From an optimization exercise on the open Yosys and OpenROAD flow, aimed at small area; shortcuts taken in it are not production practice.
In this exercise RTL edits were held to simulation tests only and were not proved equivalent to the original.
The flow treats the clock pin as an ideal source, which a real chip does not have.
Power is estimated from default activity; no workload was simulated.

==> job 856 <==
==> flow/design.v (excerpt) <==
module VGA(CLOCK_50, reset, VGA_R, VGA_G, VGA_B, VGA_HS, VGA_VS, SW, PaddleBtn, PauseBtn, HEX0_D, HEX1_D, HEX2_D, LEDG);
Settings: LEC_CHECK=0, CAP_MARGIN=20, CORE_MARGIN=2, CORE_UTILIZATION=40, SLEW_MARGIN=20; clock period 10.0 ns.
standard.sh (not shown) runs the stock make flow with config.mk's settings and CLKGATE_MAP_FILE= SYNTH_SCRIPT=/design/flow/synth_recipe.tcl, a recipe that flattens the netlist after the stock synthesis.
==> flow/flow/run.sh <==
#!/bin/bash
# Own layout flow: the standard synthesis, then an area-oriented re-mapping
# of the combinational logic (registers, full adders and tie cells kept as they
# are), then the standard ORFS layout with small port buffers and a lighter
# clock tree.  Each tool writes its full output to a log_*.txt file here.
set -euo pipefail
W="$(cd "$(dirname "${BASH_SOURCE[0]}")/.." && pwd)"
cd "$W"
R="$W/orfs/results/${FLOW_PLATFORM:-sky130hd}/VGA/base"
LIB="$FLOW_HOME/platforms/sky130hd/lib/sky130_fd_sc_hd__tt_025C_1v80.lib"

# 1. standard synthesis
bash standard.sh synth > log_1_synth.txt 2>&1
cp "$R/1_2_yosys.v" "$W/standard_1_2_yosys.v"

# 2. re-map the combinational logic for area
DU=""
for c in $(sed -n '/^export DONT_USE_CELLS/,/^#/p' "$FLOW_HOME/platforms/sky130hd/config.mk" | grep -o 'sky130_fd_sc_hd__[a-z0-9_]*'); do
	DU="$DU -dont_use $c"
done
# ABC's deepsyn is randomised: run it with four seeds in parallel and keep
# the smallest netlist.
for S in 1 2 3 4; do
	cat > "$W/area_$S.abc" <<EOA
strash
&get -n
&st
&deepsyn -T 40 -S $S
&put
dch -f
amap
topo
EOA
	cat > "$W/resyn_$S.ys" <<EOY
read_liberty -ignore_miss_func $LIB
blackbox sky130_fd_sc_hd__dfxtp_1 sky130_fd_sc_hd__conb_1 sky130_fd_sc_hd__fa_1
read_verilog $W/standard_1_2_yosys.v
hierarchy -top VGA
flatten
opt_clean -purge
abc -liberty $LIB $DU -script $W/area_$S.abc
read_liberty -lib -overwrite -ignore_miss_func $LIB
opt_clean -purge
hilomap -singleton -hicell sky130_fd_sc_hd__conb_1 HI -locell sky130_fd_sc_hd__conb_1 LO
insbuf -buf sky130_fd_sc_hd__buf_1 A X
splitnets
opt_clean -purge
check -assert
tee -o $W/resyn_stat_$S.txt stat -liberty $LIB
write_verilog -noattr -nohex -nodec $W/resyn_$S.v
EOY
	yosys -s "$W/resyn_$S.ys" > "log_2_resyn_$S.txt" 2>&1 &
done
wait
best=$(for S in 1 2 3 4; do
	a=$(grep "Chip area" "$W/resyn_stat_$S.txt" 2>/dev/null | awk '{print $NF}')
	if [[ -n "$a" ]]; then echo "$a $S"; fi
done | sort -g | head -n 1 | awk '{print $2}')
best_area=$(grep "Chip area" "$W/resyn_stat_$best.txt" | awk '{print $NF}')
echo "kept seed $best, area $best_area" > log_2_resyn_choice.txt
cp "$W/resyn_$best.v" "$R/1_2_yosys.v"

# 3. rebuild the synthesis database from the new netlist
bash standard.sh do-1_synth > log_3_synth_odb.txt 2>&1

# 4. the rest of the standard layout
bash standard.sh finish \
	"BUFFER_PORTS_ARGS=-buffer_cell sky130_fd_sc_hd__buf_1" \
	"SKIP_REPAIR_TIE_FANOUT=1" \
	"CTS_ARGS=-sink_clustering_enable -repair_clock_nets -buf_list sky130_fd_sc_hd__clkbuf_8 -dont_use_dummy_load" \
	> log_4_layout.txt 2>&1
==> job 6178: changes against job 856 <==
--- a/flow/design.v
+++ b/flow/design.v
@@ -209,21 +209,21 @@
 			vr <= nr; vu <= nu; vd <= nd;
 		end
 	end
 end
 function [6:0] seg;
 	input [3:0] v;
 	begin
-		seg[0] = (~v[3] & ~v[2] & ~v[1] & v[0]) | (v[2] & ~v[1] & ~v[0]);
-		seg[1] = v[2] & (v[1] ^ v[0]);
-		seg[2] = ~v[2] & v[1] & ~v[0];
-		seg[3] = seg[0] | (v[2] & v[1] & v[0]);
-		seg[4] = (v[2] & ~v[1]) | v[0];
-		seg[5] = (~v[3] & ~v[2] & v[0]) | (~v[2] & v[1]) | (v[1] & v[0]);
-		seg[6] = (~v[3] & ~v[2] & ~v[1]) | (v[2] & v[1] & v[0]);
+		seg[0] = ~(v[3] | v[1] | v[2] & v[0] | ~v[2] & ~v[0]);
+		seg[1] = ~(~v[2] | ~v[1] & ~v[0] | v[1] & v[0]);
+		seg[2] = ~(v[2] | ~v[1] | v[0]);
+		seg[3] = ~(~v[2] & ~v[0] | v[1] & ~v[0] | v[2] & ~v[1] & v[0] | ~v[2] & v[1] | v[3]);
+		seg[4] = ~(~v[2] & ~v[0] | v[1] & ~v[0]);
+		seg[5] = ~(v[3] | ~v[1] & ~v[0] | v[2] & ~v[1] | v[2] & ~v[0]);
+		seg[6] = ~(v[3] | v[2] & ~v[1] | ~v[2] & v[1] | v[1] & ~v[0]);
 	end
 endfunction
 assign HEX0_D = seg(s2);
 assign HEX2_D = seg(s1);
 assign HEX1_D = 7'b0111111;
 wire [8:0]  pv  = hx[9] ? p2 : p1;
 wire [10:0] dpy = add({2'b00, vy[8:0]}, ~{2'b00, pv}, 1'b0);
==> flow/flow/run.sh (replaced) <==
#!/bin/bash
# Own layout flow: the standard synthesis, then an area-oriented re-mapping
# of the combinational logic (registers, adders and tie cells kept as they
# are), then the standard ORFS layout with small port buffers and a lighter
# clock tree.  Each tool writes its full output to a log_*.txt file here.
set -euo pipefail
W="$(cd "$(dirname "${BASH_SOURCE[0]}")/.." && pwd)"
cd "$W"
R="$W/orfs/results/${FLOW_PLATFORM:-sky130hd}/VGA/base"
LIB="$FLOW_HOME/platforms/sky130hd/lib/sky130_fd_sc_hd__tt_025C_1v80.lib"

# 1. standard synthesis
bash standard.sh synth > log_1_synth.txt 2>&1
cp "$R/1_2_yosys.v" "$W/standard_1_2_yosys.v"

# 2. re-map the combinational logic for area
DU=""
for c in $(sed -n '/^export DONT_USE_CELLS/,/^#/p' "$FLOW_HOME/platforms/sky130hd/config.mk" | grep -o 'sky130_fd_sc_hd__[a-z0-9_]*'); do
	DU="$DU -dont_use $c"
done
cat > "$W/resyn.ys" <<EOY
read_liberty -ignore_miss_func $LIB
blackbox sky130_fd_sc_hd__dfxtp_1 sky130_fd_sc_hd__conb_1 sky130_fd_sc_hd__fa_1 sky130_fd_sc_hd__ha_1
read_verilog $W/standard_1_2_yosys.v
hierarchy -top VGA
flatten
opt_clean -purge
abc -liberty $LIB $DU -script $W/flow/area.abc
opt_clean -purge
hilomap -singleton -hicell sky130_fd_sc_hd__conb_1 HI -locell sky130_fd_sc_hd__conb_1 LO
insbuf -buf sky130_fd_sc_hd__buf_4 A X
splitnets
opt_clean -purge
check -assert
tee -o $W/resyn_stat.txt stat -liberty $LIB
write_verilog -noattr -nohex -nodec $R/1_2_yosys.v
EOY
yosys -c /dev/null -s "$W/resyn.ys" > log_2_resyn.txt 2>&1

# 3. rebuild the synthesis database from the new netlist
bash standard.sh do-1_synth > log_3_synth_odb.txt 2>&1

# 4. the rest of the standard layout
bash standard.sh finish \
	"BUFFER_PORTS_ARGS=-buffer_cell sky130_fd_sc_hd__buf_1" \
	> log_4_layout.txt 2>&1
==> flow/flow/area.abc (new file) <==
strash
balance; rewrite; refactor; balance; rewrite; rewrite -z; balance; refactor -z; rewrite -z; balance
dch -f
amap
strash
balance; rewrite; refactor; balance; rewrite; rewrite -z; balance; refactor -z; rewrite -z; balance
dch -f
amap
topo
==> notes.md <==
All-layer global routing usage: job 6178 18.22%; job 856 18.76%
Initial cell density of the core: job 6178 40.96%; job 856 40.54%
Fill cell instance count of the final layout: job 6178 1,983; job 856 1,763
First-pass GRT wire length: job 6178 31,910 µm; job 856 27,460 µm
Remaining max-slew budget at the tightest pin: job 6178 37.09%; job 856 32.84%
Switching power: job 6178 0.3043 mW; job 856 0.2150 mW
Critical Path AT: job 6178 8.29 ns; job 856 8.89 ns
Combinational Power: job 6178 0.0591 mW; job 856 0.0595 mW
Crit share post-route: job 6178 80.10%; job 856 85.58%
Ratio of routed vias to standard cells: job 6178 5.390; job 856 5.242
Clock distribution area overhead in the final layout: job 6178 6.590%; job 856 3.116%
Fraction of area in registers: job 6178 27.24%; job 856 33.06%
Taps Inserted: job 6178 270; job 856 225
Fin worst setup slack: job 6178 1.990 ns; job 856 1.442 ns
Main power-consuming group: job 6178 clock; job 856 sequential cells
Total routed wire length on the met1 layer: job 6178 8989 µm; job 856 7852 µm
Outcome: job 6178 timing/DRC/antenna clean; job 856 timing/DRC/antenna clean
Die Y-Extent: job 6178 148.2 µm; job 856 135.9 µm
Pleak: job 6178 3.642 nW; job 856 2.437 nW
Die Span X: job 6178 148.2 µm; job 856 135.9 µm
Worst skew pair latency: job 6178 0.43 ns; job 856 0.45 ns

---

==> wip/harbor <==
==> flow/design.v <==
module VGA(CLOCK_50, reset, VGA_R, VGA_G, VGA_B, VGA_HS, VGA_VS, SW, PaddleBtn, PauseBtn, HEX0_D, HEX1_D, HEX2_D, LEDG);
input		wire				CLOCK_50;
input		wire				reset;
input 	wire	[9:0]		SW;
input		wire	[1:0]		PaddleBtn;
input		wire				PauseBtn;
output 	wire 	[2:0]		LEDG;
output 	wire 	[6:0]		HEX0_D;
output 	wire 	[6:0]		HEX1_D;
output 	wire 	[6:0]		HEX2_D;
output	wire	[3:0]		VGA_R;
output	wire	[3:0]		VGA_G;
output	wire	[3:0]		VGA_B;
output	wire	[0:0]		VGA_HS;
output	wire	[0:0]		VGA_VS;
function [10:0] add;
	input [10:0] a;
	input [10:0] b;
	input        ci;
	integer i;
	reg c;
	begin
		c = ci;
		for (i = 0; i < 11; i = i + 1) begin
			add[i] = a[i] ^ b[i] ^ c;
			c = (a[i] & b[i]) | (c & (a[i] ^ b[i]));
		end
	end
endfunction
function [9:0] updn;
	input [9:0] q;
	input       en;
	input       dn;
	integer i;
	reg c;
	begin
		c = en;
		for (i = 0; i < 10; i = i + 1) begin
			updn[i] = q[i] ^ c;
			c = c & (q[i] ^ dn);
		end
	end
endfunction
function ltu;
	input [10:0] a;
	input [10:0] b;
	integer i;
	reg lt;
	begin
		lt = 1'b0;
		for (i = 0; i < 11; i = i + 1)
			lt = (~a[i] & b[i]) | (~(a[i] ^ b[i]) & lt);
		ltu = lt;
	end
endfunction
reg [9:0] hx;
reg [9:0] vy;
reg       hs_r;
reg       vs_r;
wire      hend = (hx == 10'd640);
wire [9:0] hx_i = updn(hx, 1'b1, 1'b0);
wire [9:0] vy_i = updn(vy, 1'b1, 1'b0);
always @(posedge CLOCK_50) begin
	if (reset) begin
		hx <= 10'd864;
		vy <= 10'd979;
	end else if (hend) begin
		hx <= 10'd865;
		vy <= (vy == 10'd480) ? 10'd980 : vy_i;
	end else
		hx <= hx_i;
end
always @(posedge CLOCK_50) begin
	if (reset)               hs_r <= 1'b1;
	else if (hx == 10'd880)  hs_r <= 1'b0;
	else if (hx == 10'd976)  hs_r <= 1'b1;
end
always @(posedge CLOCK_50) begin
	if (reset)               vs_r <= 1'b1;
	else if (vy == 10'd989)  vs_r <= 1'b0;
	else if (vy == 10'd991)  vs_r <= 1'b1;
end
assign VGA_HS = hs_r;
assign VGA_VS = vs_r;
reg [9:0] bx;         
reg [9:0] by;         
reg       vr;         
reg       vu;         
reg       vd;         
reg [3:0] s1;         
reg [3:0] s2;         
reg [8:0] p1;         
reg [8:0] p2m;        
reg [8:0] p2a;        
reg       pause;
wire [8:0] p2 = SW[8] ? p2a : p2m;
reg [8:0]  c20;
reg        c20h;
reg [7:0]  c30;
reg [11:0] tlo;
reg [9:0]  thi;
reg        clk_q;
wire dclr  = reset | SW[9];
wire c20_z = (c20 == 9'd0);
wire c20_l = (c20 == 9'd333);
wire c30_z = (c30 == 8'd0);
wire c30_l = (c30 == 8'd165);
always @(posedge CLOCK_50) begin
	if (dclr || c20_l) c20 <= 9'd0; else c20 <= {c20[7:0], ~(c20[8] ^ c20[4])};
	if (dclr) c20h <= 1'b0; else c20h <= c20h ^ c20_l;
	if (dclr || c30_l) c30 <= 8'd0; else c30 <= {c30[6:0], ~(c30[7] ^ c30[5] ^ c30[4] ^ c30[3])};
end
wire bx0   = (bx == 10'd0);
wire bx640 = (bx == 10'd640);
wire score = bx0 | bx640;
wire tlo_l = (tlo == 12'd2048);
wire [9:0] thi_i = updn(thi, tlo_l, 1'b0);
always @(posedge CLOCK_50) begin
	if (reset || score) begin
		tlo <= 12'd0;
		thi <= 10'd0;
	end else begin
		tlo <= {tlo[10:0], ~(tlo[11] ^ tlo[5] ^ tlo[3] ^ tlo[0]) ^ (&tlo[10:0])};
		thi <= thi_i;
	end
end
wire clk20 = c20_z;
wire clk10 = c20_z & ~c20h;
wire clk30 = c30_z;
wire gclk = ltu({1'b0, thi}, 11'd30) ? clk10 : ltu({1'b0, thi}, 11'd60) ? clk20 : clk30;
always @(posedge CLOCK_50) clk_q <= reset | gclk;
wire tick = gclk & ~clk_q;
always @(posedge CLOCK_50) begin
	if (reset) pause <= 1'b0;
	else if (tick) begin
		if (score) pause <= 1'b1;
		else if (!PauseBtn) pause <= 1'b0;
	end
end
assign LEDG = {2'b00, pause};
wire [10:0] e1 = add({1'b0, by}, ~{2'b00, p1}, 1'b1) ^ 11'h400;
wire [10:0] e2 = add({1'b0, by}, ~{2'b00, p2}, 1'b1) ^ 11'h400;
wire play  = tick & ~pause;
wire p1_up = ltu({2'b00, p1}, 11'd420);
wire p1_dn = |p1;
wire p1_en = play & ~SW[0] & (~PaddleBtn[0] ? p1_up : ~PaddleBtn[1] & p1_dn);
wire [9:0] p1_n = updn({1'b0, p1}, p1_en, PaddleBtn[0]);
wire p2_up = ltu({2'b00, p2m}, 11'd420);
wire p2_dn = |p2m;
wire p2_en = play & SW[0] & ~SW[8] & (~PaddleBtn[0] ? p2_up : ~PaddleBtn[1] & p2_dn);
wire [9:0] p2m_n = updn({1'b0, p2m}, p2_en, PaddleBtn[0]);
wire by_ai  = ~ltu({1'b0, by}, 11'd30) & ltu({1'b0, by}, 11'd451);
wire ai_dec = ltu(e2, (11'h400 + (-9)));
wire ai_inc = ~ltu(e2, (11'h400 + (61)));
wire ai_en  = tick & SW[8] & by_ai & (ai_dec | ai_inc);
wire [9:0] p2a_n = updn({1'b0, p2a}, ai_en, ai_dec);
always @(posedge CLOCK_50) begin
	if (reset) begin
		p1  <= 9'd210;
		p2m <= 9'd210;
		p2a <= 9'd210;
	end else begin
		p1  <= p1_n[8:0];
		p2m <= p2m_n[8:0];
		p2a <= p2a_n[8:0];
	end
end
wire hit1  = ~ltu({2'b00, p1}, 11'd9) & ~ltu(e1, (11'h400 + (-9))) & ltu(e1, (11'h400 + (61)));
wire sec1a = ltu(e1, (11'h400 + (15)));
wire sec1b = ltu(e1, (11'h400 + (37)));
wire hit2  = ~ltu({2'b00, p2}, 11'd9) & ~ai_dec & ~ai_inc;
wire sec2a = ltu(e2, (11'h400 + (15)));
wire sec2b = ltu(e2, (11'h400 + (37)));
reg       nr, nu, nd;
reg [3:0] ns1, ns2;
always @(*) begin
	nr = vr; nu = vu; nd = vd;
	ns1 = s1; ns2 = s2;
	if (by == 10'd0) begin
		nr = vr & vu; nu = 1'b0; nd = 1'b1;
	end else if (by == 10'd470) begin
		nr = vr & vd; nu = 1'b1; nd = 1'b0;
	end
	if (bx == 10'd9) begin
		if (hit1) begin
			nr = 1'b1; nu = sec1a; nd = ~sec1b;
		end
	end else if (bx == 10'd621) begin
		if (hit2) begin
			nr = 1'b0; nu = sec2a; nd = ~sec2b;
		end
	end
	if (bx0) begin
		nr = 1'b0; nu = 1'b0; nd = 1'b0;
		ns2 = (s2 == 4'd9) ? 4'd0 : s2 + 4'd1;
	end else if (bx640) begin
		nr = 1'b1; nu = 1'b0; nd = 1'b0;
		ns1 = (s1 == 4'd9) ? 4'd0 : s1 + 4'd1;
	end
end
wire [9:0] bx_n = updn(bx, play, ~nr);
wire [9:0] by_n = updn(by, play & (nu | nd), nu);
always @(posedge CLOCK_50) begin
	if (reset) begin
		bx <= 10'd320; by <= 10'd235;
		vr <= 1'b1; vu <= 1'b0; vd <= 1'b0;
		s1 <= 4'd0; s2 <= 4'd0;
	end else if (play & score) begin
		bx <= bx640 ? 10'd321 : 10'd319; by <= 10'd235;
		vr <= nr; vu <= nu; vd <= nd;
		s1 <= ns1; s2 <= ns2;
	end else begin
		bx <= bx_n; by <= by_n;
		if (play) begin
			vr <= nr; vu <= nu; vd <= nd;
		end
	end
end
function [6:0] seg;
	input [3:0] v;
	begin
		seg[0] = ~(v[3] | v[1] | v[2] & v[0] | ~v[2] & ~v[0]);
		seg[1] = ~(~v[2] | ~v[1] & ~v[0] | v[1] & v[0]);
		seg[2] = ~(v[2] | ~v[1] | v[0]);
		seg[3] = ~(~v[2] & ~v[0] | v[1] & ~v[0] | v[2] & ~v[1] & v[0] | ~v[2] & v[1] | v[3]);
		seg[4] = ~(~v[2] & ~v[0] | v[1] & ~v[0]);
		seg[5] = ~(v[3] | ~v[1] & ~v[0] | v[2] & ~v[1] | v[2] & ~v[0]);
		seg[6] = ~(v[3] | v[2] & ~v[1] | ~v[2] & v[1] | v[1] & ~v[0]);
	end
endfunction
assign HEX0_D = seg(s2);
assign HEX2_D = seg(s1);
assign HEX1_D = 7'b0111111;
wire [8:0]  pv  = hx[9] ? p2 : p1;
wire [10:0] dpy = add({2'b00, vy[8:0]}, ~{2'b00, pv}, 1'b0);
wire [10:0] dbx = add({1'b0, hx}, ~{1'b0, bx}, 1'b0);
wire [10:0] dby = add({2'b00, vy[8:0]}, ~{2'b00, by[8:0]}, 1'b0);
wire in_px   = (~hx[9] & ~hx[8] & ~hx[7] & ~hx[6] & ~hx[5] & ~hx[4] & (hx[3:0] != 4'd0) & ltu({7'd0, hx[3:0]}, 11'd10))
             | (hx[9] & ~hx[8] & hx[6] & hx[5] & hx[4] & (hx[3] | (hx[2] & hx[1] & hx[0])));
wire in_py   = ~dpy[10] & ltu(dpy, 11'd59);
wire in_bx   = ~dbx[10] & (dbx[9:4] == 6'd0) & ~(dbx[3] & (dbx[2:0] != 3'd0));
wire in_by   = ~by[9] & ~dby[10] & (dby[9:4] == 6'd0) & ~(dby[3] & (dby[2:0] != 3'd0));
wire in_line = ((hx == 10'd325) || (hx == 10'd326)) && (vy[3:0] != 4'd0) && ltu({7'd0, vy[3:0]}, 11'd13);
wire vis = ~ltu({1'b0, hx}, 11'd1) & ltu({1'b0, hx}, 11'd641) & ltu({1'b0, vy}, 11'd480);
reg pix0, pix1, pix2;
always @(posedge CLOCK_50) begin
	pix0 <= (in_px & in_py) | (in_bx & in_by) | in_line;
	pix1 <= pix0;
	pix2 <= ~reset & vis & pix1;
end
assign VGA_R = {4{pix2}};
assign VGA_G = {4{pix2}};
assign VGA_B = {4{pix2}};
endmodule
==> flow/run.sh <==
#!/bin/bash
# synth_recipe.tcl (not shown) runs the flow's synth.tcl, then flattens the netlist and writes it again
# the make line also repeats each setting of config.mk as NAME=value (left out here)
make -C /OpenROAD-flow-scripts/flow DESIGN_CONFIG=/design/flow/config.mk WORK_HOME=/design/flow/orfs CLKGATE_MAP_FILE= SYNTH_SCRIPT=/design/flow/synth_recipe.tcl finish
==> flow/config.mk <==
export PLATFORM = sky130hd
export DESIGN_NAME = VGA
export DESIGN_NICKNAME = VGA
export VERILOG_FILES = /design/flow/design.v
export SDC_FILE = /design/flow/constraint.sdc
export NUM_CORES = 4
export LEC_CHECK = 0
export CAP_MARGIN = 20
export CORE_MARGIN = 2
export CORE_UTILIZATION = 40
export CTS_BUF_LIST = sky130_fd_sc_hd__clkbuf_8
export SLEW_MARGIN = 20
==> flow/constraint.sdc <==
create_clock -name core_clock -period 10.0 [get_ports {CLOCK_50}]
set_input_delay 2.0000 -clock core_clock [delete_from_list [all_inputs] [get_ports {CLOCK_50}]]
set_output_delay 2.0000 -clock core_clock [all_outputs]
set_load 0.01 [all_outputs]
==> wip/pepper: changes against wip/harbor <==
--- a/flow/design.v
+++ b/flow/design.v
@@ -57,3 +57,2 @@
 reg [9:0] vy;
-reg       hs_r;
 reg       vs_r;
@@ -73,7 +72,2 @@
 always @(posedge CLOCK_50) begin
-	if (reset)               hs_r <= 1'b1;
-	else if (hx == 10'd880)  hs_r <= 1'b0;
-	else if (hx == 10'd976)  hs_r <= 1'b1;
-end
-always @(posedge CLOCK_50) begin
 	if (reset)               vs_r <= 1'b1;
@@ -82,3 +76,3 @@
 end
-assign VGA_HS = hs_r;
+assign VGA_HS = ~(~ltu({1'b0, hx}, 11'd881) & ltu({1'b0, hx}, 11'd977));
 assign VGA_VS = vs_r;
@@ -221,9 +215,9 @@
 	begin
-		seg[0] = ~(v[3] | v[1] | v[2] & v[0] | ~v[2] & ~v[0]);
-		seg[1] = ~(~v[2] | ~v[1] & ~v[0] | v[1] & v[0]);
-		seg[2] = ~(v[2] | ~v[1] | v[0]);
-		seg[3] = ~(~v[2] & ~v[0] | v[1] & ~v[0] | v[2] & ~v[1] & v[0] | ~v[2] & v[1] | v[3]);
-		seg[4] = ~(~v[2] & ~v[0] | v[1] & ~v[0]);
-		seg[5] = ~(v[3] | ~v[1] & ~v[0] | v[2] & ~v[1] | v[2] & ~v[0]);
-		seg[6] = ~(v[3] | v[2] & ~v[1] | ~v[2] & v[1] | v[1] & ~v[0]);
+		seg[0] = (~v[3] & ~v[2] & ~v[1] & v[0]) | (v[2] & ~v[1] & ~v[0]);
+		seg[1] = v[2] & (v[1] ^ v[0]);
+		seg[2] = ~v[2] & v[1] & ~v[0];
+		seg[3] = seg[0] | (v[2] & v[1] & v[0]);
+		seg[4] = (v[2] & ~v[1]) | v[0];
+		seg[5] = (~v[3] & ~v[2] & v[0]) | (~v[2] & v[1]) | (v[1] & v[0]);
+		seg[6] = (~v[3] & ~v[2] & ~v[1]) | (v[2] & v[1] & v[0]);
 	end
==> flow/flow/run.sh (new file) <==
#!/bin/bash
# Own layout flow: the standard synthesis, then an area-oriented re-mapping
# of the combinational logic (registers, full adders and tie cells kept as they
# are), then the standard ORFS layout with small port buffers and a lighter
# clock tree.  Each tool writes its full output to a log_*.txt file here.
set -euo pipefail
W="$(cd "$(dirname "${BASH_SOURCE[0]}")/.." && pwd)"
cd "$W"
R="$W/orfs/results/${FLOW_PLATFORM:-sky130hd}/VGA/base"
LIB="$FLOW_HOME/platforms/sky130hd/lib/sky130_fd_sc_hd__tt_025C_1v80.lib"

# 1. standard synthesis
bash standard.sh synth > log_1_synth.txt 2>&1
cp "$R/1_2_yosys.v" "$W/standard_1_2_yosys.v"

# 2. re-map the combinational logic for area
DU=""
for c in $(sed -n '/^export DONT_USE_CELLS/,/^#/p' "$FLOW_HOME/platforms/sky130hd/config.mk" | grep -o 'sky130_fd_sc_hd__[a-z0-9_]*'); do
	DU="$DU -dont_use $c"
done
cat > "$W/resyn.ys" <<EOY
read_liberty -ignore_miss_func $LIB
blackbox sky130_fd_sc_hd__dfxtp_1 sky130_fd_sc_hd__conb_1 sky130_fd_sc_hd__fa_1
read_verilog $W/standard_1_2_yosys.v
hierarchy -top VGA
flatten
opt_clean -purge
abc -liberty $LIB $DU -script $W/flow/area.abc
read_liberty -lib -overwrite -ignore_miss_func $LIB
opt_clean -purge
hilomap -singleton -hicell sky130_fd_sc_hd__conb_1 HI -locell sky130_fd_sc_hd__conb_1 LO
insbuf -buf sky130_fd_sc_hd__buf_4 A X
splitnets
opt_clean -purge
check -assert
tee -o $W/resyn_stat.txt stat -liberty $LIB
write_verilog -noattr -nohex -nodec $R/1_2_yosys.v
EOY
yosys -s "$W/resyn.ys" > log_2_resyn.txt 2>&1

# 3. rebuild the synthesis database from the new netlist
bash standard.sh do-1_synth > log_3_synth_odb.txt 2>&1

# 4. the rest of the standard layout
bash standard.sh finish \
	"BUFFER_PORTS_ARGS=-buffer_cell sky130_fd_sc_hd__buf_1" \
	"CTS_ARGS=-sink_clustering_enable -repair_clock_nets -buf_list sky130_fd_sc_hd__clkbuf_8 -dont_use_dummy_load" \
	> log_4_layout.txt 2>&1
==> flow/flow/area.abc (new file) <==
strash
&get -n
&st
&deepsyn -T 30
&put
dch -f
amap
topo
==> flow/standard.sh (new file) <==
#!/bin/bash
# synth_recipe.tcl (not shown) runs the flow's synth.tcl, then flattens the netlist and writes it again
# the make line also repeats each setting of config.mk as NAME=value (left out here)
make -C /OpenROAD-flow-scripts/flow DESIGN_CONFIG=/design/flow/config.mk WORK_HOME=/design/flow/orfs CLKGATE_MAP_FILE= SYNTH_SCRIPT=/design/flow/synth_recipe.tcl "${@:-finish}"
CTS_BUF_LIST = unset   (was sky130_fd_sc_hd__clkbuf_8)
removed: flow/run.sh
==> wip/juniper: changes against wip/harbor <==
--- a/flow/design.v
+++ b/flow/design.v
@@ -57,3 +57,2 @@
 reg [9:0] vy;
-reg       hs_r;
 reg       vs_r;
@@ -73,7 +72,2 @@
 always @(posedge CLOCK_50) begin
-	if (reset)               hs_r <= 1'b1;
-	else if (hx == 10'd880)  hs_r <= 1'b0;
-	else if (hx == 10'd976)  hs_r <= 1'b1;
-end
-always @(posedge CLOCK_50) begin
 	if (reset)               vs_r <= 1'b1;
@@ -82,3 +76,3 @@
 end
-assign VGA_HS = hs_r;
+assign VGA_HS = ~(~ltu({1'b0, hx}, 11'd881) & ltu({1'b0, hx}, 11'd977));
 assign VGA_VS = vs_r;
@@ -221,9 +215,9 @@
 	begin
-		seg[0] = ~(v[3] | v[1] | v[2] & v[0] | ~v[2] & ~v[0]);
-		seg[1] = ~(~v[2] | ~v[1] & ~v[0] | v[1] & v[0]);
-		seg[2] = ~(v[2] | ~v[1] | v[0]);
-		seg[3] = ~(~v[2] & ~v[0] | v[1] & ~v[0] | v[2] & ~v[1] & v[0] | ~v[2] & v[1] | v[3]);
-		seg[4] = ~(~v[2] & ~v[0] | v[1] & ~v[0]);
-		seg[5] = ~(v[3] | ~v[1] & ~v[0] | v[2] & ~v[1] | v[2] & ~v[0]);
-		seg[6] = ~(v[3] | v[2] & ~v[1] | ~v[2] & v[1] | v[1] & ~v[0]);
+		seg[0] = (~v[3] & ~v[2] & ~v[1] & v[0]) | (v[2] & ~v[1] & ~v[0]);
+		seg[1] = v[2] & (v[1] ^ v[0]);
+		seg[2] = ~v[2] & v[1] & ~v[0];
+		seg[3] = seg[0] | (v[2] & v[1] & v[0]);
+		seg[4] = (v[2] & ~v[1]) | v[0];
+		seg[5] = (~v[3] & ~v[2] & v[0]) | (~v[2] & v[1]) | (v[1] & v[0]);
+		seg[6] = (~v[3] & ~v[2] & ~v[1]) | (v[2] & v[1] & v[0]);
 	end
==> flow/flow/run.sh (new file) <==
#!/bin/bash
# Own layout flow: the standard synthesis, then an area-oriented re-mapping
# of the combinational logic (registers, full adders and tie cells kept as they
# are), then the standard ORFS layout with small port buffers, one tie cell
# per constant value and a lighter clock tree.  Each tool writes its full
# output to a log_*.txt file here.
set -euo pipefail
W="$(cd "$(dirname "${BASH_SOURCE[0]}")/.." && pwd)"
cd "$W"
R="$W/orfs/results/${FLOW_PLATFORM:-sky130hd}/VGA/base"
LIB="$FLOW_HOME/platforms/sky130hd/lib/sky130_fd_sc_hd__tt_025C_1v80.lib"

# 1. standard synthesis
bash standard.sh synth > log_1_synth.txt 2>&1
cp "$R/1_2_yosys.v" "$W/standard_1_2_yosys.v"

# 2. re-map the combinational logic for area
DU=""
for c in $(sed -n '/^export DONT_USE_CELLS/,/^#/p' "$FLOW_HOME/platforms/sky130hd/config.mk" | grep -o 'sky130_fd_sc_hd__[a-z0-9_]*'); do
	DU="$DU -dont_use $c"
done
# ABC's deepsyn is randomised: run it with four seeds in parallel and keep
# the smallest netlist.
for S in 1 2 3 4; do
	cat > "$W/area_$S.abc" <<EOA
strash
&get -n
&st
&deepsyn -T 40 -S $S
&put
dch -f
amap
topo
EOA
	cat > "$W/resyn_$S.ys" <<EOY
read_liberty -ignore_miss_func $LIB
blackbox sky130_fd_sc_hd__dfxtp_1 sky130_fd_sc_hd__conb_1 sky130_fd_sc_hd__fa_1
read_verilog $W/standard_1_2_yosys.v
hierarchy -top VGA
flatten
opt_clean -purge
abc -liberty $LIB $DU -script $W/area_$S.abc
read_liberty -lib -overwrite -ignore_miss_func $LIB
opt_clean -purge
hilomap -singleton -hicell sky130_fd_sc_hd__conb_1 HI -locell sky130_fd_sc_hd__conb_1 LO
insbuf -buf sky130_fd_sc_hd__buf_1 A X
splitnets
opt_clean -purge
check -assert
tee -o $W/resyn_stat_$S.txt stat -liberty $LIB
write_verilog -noattr -nohex -nodec $W/resyn_$S.v
EOY
	yosys -s "$W/resyn_$S.ys" > "log_2_resyn_$S.txt" 2>&1 &
done
wait
best=$(for S in 1 2 3 4; do
	a=$(grep "Chip area" "$W/resyn_stat_$S.txt" 2>/dev/null | awk '{print $NF}')
	if [[ -n "$a" ]]; then echo "$a $S"; fi
done | sort -g | head -n 1 | awk '{print $2}')
best_area=$(grep "Chip area" "$W/resyn_stat_$best.txt" | awk '{print $NF}')
echo "kept seed $best, area $best_area" > log_2_resyn_choice.txt
cp "$W/resyn_$best.v" "$R/1_2_yosys.v"

# 3. rebuild the synthesis database from the new netlist
bash standard.sh do-1_synth > log_3_synth_odb.txt 2>&1

# 4. the rest of the standard layout
bash standard.sh finish \
	"BUFFER_PORTS_ARGS=-buffer_cell sky130_fd_sc_hd__buf_1" \
	"SKIP_REPAIR_TIE_FANOUT=1" \
	"POST_CTS_TCL=$W/flow/post_cts.tcl" \
	"CTS_ARGS=-sink_clustering_enable -repair_clock_nets -buf_list sky130_fd_sc_hd__clkbuf_8 -dont_use_dummy_load" \
	> log_4_layout.txt 2>&1
==> flow/flow/post_cts.tcl (new file) <==
# After clock tree synthesis: leaf clock buffers that drive nine flip-flops or
# fewer are swapped from clkbuf_8 to clkbuf_4 (smaller; their clock-pin slew
# stays well under the limit).
set n 0
foreach inst [get_cells clkbuf_*] {
  set m [get_property $inst ref_name]
  if {$m != "sky130_fd_sc_hd__clkbuf_8"} { continue }
  set out [get_pins -of_objects $inst -filter "direction == output"]
  set net [get_nets -of_objects $out]
  set loads [get_pins -of_objects $net -filter "direction == input"]
  set nff 0
  set nother 0
  foreach l $loads {
    if {[string match "*dfxtp*" [get_property [get_cells -of_objects $l] ref_name]]} { incr nff } else { incr nother }
  }
  if {$nother == 0 && $nff <= 9} {
    replace_cell $inst sky130_fd_sc_hd__clkbuf_4
    incr n
  }
}
puts "post_cts: resized $n leaf clock buffers"
==> flow/standard.sh (new file) <==
#!/bin/bash
# synth_recipe.tcl (not shown) runs the flow's synth.tcl, then flattens the netlist and writes it again
# the make line also repeats each setting of config.mk as NAME=value (left out here)
make -C /OpenROAD-flow-scripts/flow DESIGN_CONFIG=/design/flow/config.mk WORK_HOME=/design/flow/orfs CLKGATE_MAP_FILE= SYNTH_SCRIPT=/design/flow/synth_recipe.tcl "${@:-finish}"
CTS_BUF_LIST = unset   (was sky130_fd_sc_hd__clkbuf_8)
removed: flow/run.sh
==> summary of the runs <==
wip/pepper finished with timing, DRC and antenna clean. wip/juniper went through all stages and came out clean. wip/harbor finished clean.
Against wip/juniper, the worst hold slack of wip/pepper is worse by 12 ps.
Final cell count, highest first: wip/harbor, wip/pepper, wip/juniper.
Between wip/pepper and wip/harbor, the lower flip-flop and latch count is in wip/pepper (gap 1).
Clock skew, highest first: wip/pepper, wip/juniper, wip/harbor.
Die area: wip/harbor is larger than wip/pepper (about 15%).
==> figures <==
metric	wip/harbor	wip/pepper	wip/juniper
Outcome	timing/DRC/antenna clean	timing/DRC/antenna clean	timing/DRC/antenna clean
Maximum number of pins on one net before global-route repair	69	46	36
Maximum ir drop on the vdd rail	93.2 uV	77.9 uV	73.0 uV
Starting utilization of the core area	40.8%	41.2%	40.5%
Synthesized area per cell	8.86 um2	7.76 um2	7.63 um2
Final hold slack	336 ps	324 ps	336 ps
GR met3 Demand/Resource	4.29%	4.01%	4.18%
Fmax	0.118 GHz	0.109 GHz	0.117 GHz
Portion of the layout cell area used by clock cells	4.34%	3.07%	2.05%
Reg2reg end	by[7]	by[8]	by[9]
Net Sw Frac	29.4%	24.9%	25.1%

[static timing again, ports no longer ideal]
The results above use ideal ports. As a check the final layouts listed here were re-extracted and re-timed, cells and wires unchanged. Step 1: set_driving_cell puts a clkbuf_16 on CLOCK_50 and a buf_2 on each other input, an assumption about the parent block. Step 2 adds t to the input delays and takes it off the output delays; t is the mean of the earliest and latest rising clock arrival at the registers after step 1. Input paths then give back, and output paths get back, about the clock's delay inside the block. Slacks: ideal ports / drivers / drivers and shift; pairs: ideal ports / drivers.
| run | shift t [ns] | setup WS [ns] | worst data-port slew with drivers (ns) |
|---|---|---|---|
| job 856 | 0.465 | 1.442 / 1.441 / 0.976 | 0.04 |
| job 6178 | 0.473 | 1.990 / 2.013 / 1.540 | 0.03 |
| wip/harbor | 0.506 | 1.501 / 1.517 / 1.011 | 0.04 |
| wip/pepper | 0.478 | 0.854 / 0.869 / 0.392 | 0.04 |
| wip/juniper | 0.443 | 1.463 / 1.462 / 1.020 | 0.04 |
After both steps setup and hold are still met in every run listed. For wip/harbor, which loses most, drivers alone change the setup slack by +0.016 ns; drivers and shift together by -0.490 ns.
